From an optimization exercise on the open Yosys and OpenROAD flow, aimed at small area; shortcuts taken in it are not production practice.

== job 7972 ==
## stopwatch
module stopwatch(
    input  wire clk_100MHz,
    input  wire btn_reset,
    input  wire btn_pause,
    input  wire sw_adj,
    input  wire sw_sel,
    output reg  [6:0] seg,
    output reg  [3:0] an
);
  wire reset, pause, adjust, select;
  debounce db_reset (.clk(clk_100MHz), .btn_in(btn_reset), .btn_out(reset));
  debounce db_pause (.clk(clk_100MHz), .btn_in(btn_pause), .btn_out(pause));
  debounce db_adjust(.clk(clk_100MHz), .btn_in(sw_adj),    .btn_out(adjust));
  debounce db_select(.clk(clk_100MHz), .btn_in(sw_sel),    .btn_out(select));
  wire clk_2Hz, clk_1Hz, clk_fast, clk_blink, fast_tick;
  clock_divider clk_div_inst (
      .clk_100MHz(clk_100MHz),
      .reset(reset),
      .clk_2Hz(clk_2Hz),
      .clk_1Hz(clk_1Hz),
      .clk_fast(clk_fast),
      .clk_blink(clk_blink),
      .fast_tick(fast_tick)
  );
  reg minute_enable;
  wire sec_clk = (adjust &  select) ? clk_2Hz : clk_1Hz;
  wire min_clk = (adjust & ~select) ? clk_2Hz : minute_enable;
  reg sec_clk_q, min_clk_q;
  always @(posedge clk_100MHz) begin
      sec_clk_q <= sec_clk;
      min_clk_q <= min_clk;
  end
  wire sec_tick = sec_clk & ~sec_clk_q;
  wire min_tick = min_clk & ~min_clk_q;
  wire sec_pause = adjust ? ~select : pause;
  wire min_pause = adjust ?  select : pause;
  wire sec_en = sec_tick & ~sec_pause;
  wire min_en = min_tick & ~min_pause;
  reg [3:0] sec_ones, min_ones;
  reg [2:0] sec_tens, min_tens;
  ...
Settings: LEC_CHECK=0, CAP_MARGIN=20, CORE_MARGIN=2, CORE_UTILIZATION=40, CTS_BUF_LIST=sky130_fd_sc_hd__clkbuf_4 sky130_fd_sc_hd__clkbuf_8, CTS_CLUSTER_DIAMETER=100, CTS_CLUSTER_SIZE=40, PLACE_DENSITY=0.6, SLEW_MARGIN=20; clock period 10.0 ns.
run.sh (not shown) runs the stock make flow with config.mk's settings and CLKGATE_MAP_FILE= SYNTH_SCRIPT=/design/flow/synth_recipe.tcl, a recipe that flattens the netlist after the stock synthesis.
The flow did not stop early for job 7972: all stages ran, and the layout cleared the timing, DRC and antenna checks.
Relative to job 7972, the following input files were edited for job 9310:
Settings: clearing CTS_CLUSTER_DIAMETER, which used to be 100; clearing CTS_BUF_LIST, which used to be sky130_fd_sc_hd__clkbuf_4 sky130_fd_sc_hd__clkbuf_8; clearing CTS_CLUSTER_SIZE, which used to be 40.
==> flow/flow/run.sh (new file) <==
#!/bin/bash
# Own layout flow: the standard synthesis, then an area-oriented re-mapping
# of the combinational logic (registers untouched), then the standard ORFS
# steps with small port buffers and a compact clock tree.
set -euo pipefail
W=$PWD
R=$W/orfs/results/sky130hd/stopwatch/base
LIB=$FLOW_HOME/platforms/sky130hd/lib/sky130_fd_sc_hd__tt_025C_1v80.lib

bash standard.sh synth > $W/log_1_synth_standard.log 2>&1

cp $R/1_2_yosys.v $W/1_2_yosys_standard.v
LIB=$LIB IN=$W/1_2_yosys_standard.v OUT=$W/1_2_yosys_reopt.v ABC_SCRIPT=$W/flow/area.abc \
  yosys -c $W/flow/reopt.tcl > $W/log_1_reopt_yosys.log 2>&1
cp $W/1_2_yosys_reopt.v $R/1_2_yosys.v
touch $R/1_2_yosys.v

CTS="-sink_clustering_enable -repair_clock_nets -dont_use_dummy_load"
CTS="$CTS -sink_clustering_size ${SW_CTS_SIZE:-30} -sink_clustering_max_diameter ${SW_CTS_DIAM:-60}"
CTS="$CTS -buf_list ${SW_CTS_BUF:-sky130_fd_sc_hd__clkbuf_8}"
bash standard.sh "CTS_ARGS=$CTS" \
  "BUFFER_PORTS_ARGS=-buffer_cell sky130_fd_sc_hd__buf_1" \
  finish > $W/log_2_finish.log 2>&1
==> flow/flow/area.abc (new file) <==
strash; balance; rewrite; refactor; balance; rewrite; rewrite -z; balance; refactor -z; rewrite -z; balance; dch -f; amap; topo
==> flow/flow/reopt.tcl (new file) <==
# Re-map the combinational logic of the standard synthesis netlist for area.
# The flip-flop cells (and so their names and types) are kept as they are.
yosys read_liberty -ignore_miss_func $::env(LIB)
yosys read_verilog $::env(IN)
yosys hierarchy -top stopwatch
foreach ff {dfxtp_1 dfxtp_2 dfxtp_4} {
  yosys setattr -mod -set keep_hierarchy 1 sky130_fd_sc_hd__$ff
}
yosys flatten
yosys delete t:\$scopeinfo
yosys opt_clean
yosys abc -liberty $::env(LIB) -script $::env(ABC_SCRIPT) \
  -dont_use *lpflow* -dont_use *probe* -dont_use sky130_fd_sc_hd__clkbuf_* \
  -dont_use *clkinv* -dont_use *dlygate* -dont_use *dlymetal* -dont_use *clkdly*
yosys opt_clean -purge
yosys hilomap -singleton -hicell sky130_fd_sc_hd__conb_1 HI -locell sky130_fd_sc_hd__conb_1 LO
yosys splitnets
yosys opt_clean -purge
yosys stat -liberty $::env(LIB)
yosys select stopwatch
yosys write_verilog -noattr -nohex -nodec -selected $::env(OUT)
==> flow/standard.sh (new file) <==
#!/bin/bash
# synth_recipe.tcl (not shown) runs the flow's synth.tcl, then flattens the netlist and writes it again
# the make line also repeats each setting of config.mk as NAME=value (left out here)
make -C /OpenROAD-flow-scripts/flow DESIGN_CONFIG=/design/flow/config.mk WORK_HOME=/design/flow/orfs CLKGATE_MAP_FILE= SYNTH_SCRIPT=/design/flow/synth_recipe.tcl "${@:-finish}"
removed: flow/run.sh
[summary]
Of the two values seen for largest cell class by area, sequential cells was produced by job 9310 and multi-input combinational cells by job 7972. Compared with job 7972, job 9310 improves floorplan core area. Arrival time reported for the critical path endpoint, job 9310 and job 7972: larger value in job 7972. Job 7972 has higher synthesized area per cell than job 9310. From job 7972 to job 9310 the numbers moved as follows: post-synthesis cell area went down, largest stage delay on the critical path went down, count of non-CTS buffers in the layout went down. | synthesized cell count | lower: job 9310 |. Where die area is concerned, job 7972 is outperformed by job 9310. First-pass GRT wire length on job 9310 is down relative to job 7972.
Function was not checked in any run of this note: the RTL went through the layout flow alone.

-- static timing again, ports no longer ideal --
No port has a modelled driver above. Below, the same layouts with a new extraction and two added sets of constraints. Step 1 assumes that a clkbuf_16 drives the clock port and a buf_2 every other input. Step 2, shift: input delay + t, output delay - t, t = (earliest + latest rising clock arrival at the registers) / 2. This alone moves slack from input paths to output paths. Three values: ideal, step 1, step 2; two values: the first two.
| run | shift t [ns] | setup WS [ns] | hold slack, ns | clock arrival spread, ns |
|---|---|---|---|---|
| job 7972 | 0.351 | 5.058 / 5.031 / 5.382 | 0.448 / 0.448 / 0.448 | 0.006 / 0.007 |
| job 9310 | 0.360 | 5.879 / 5.852 / 6.213 | 0.441 / 0.441 / 0.441 | 0.017 / 0.017 |
After both steps setup and hold are still met in every run listed.
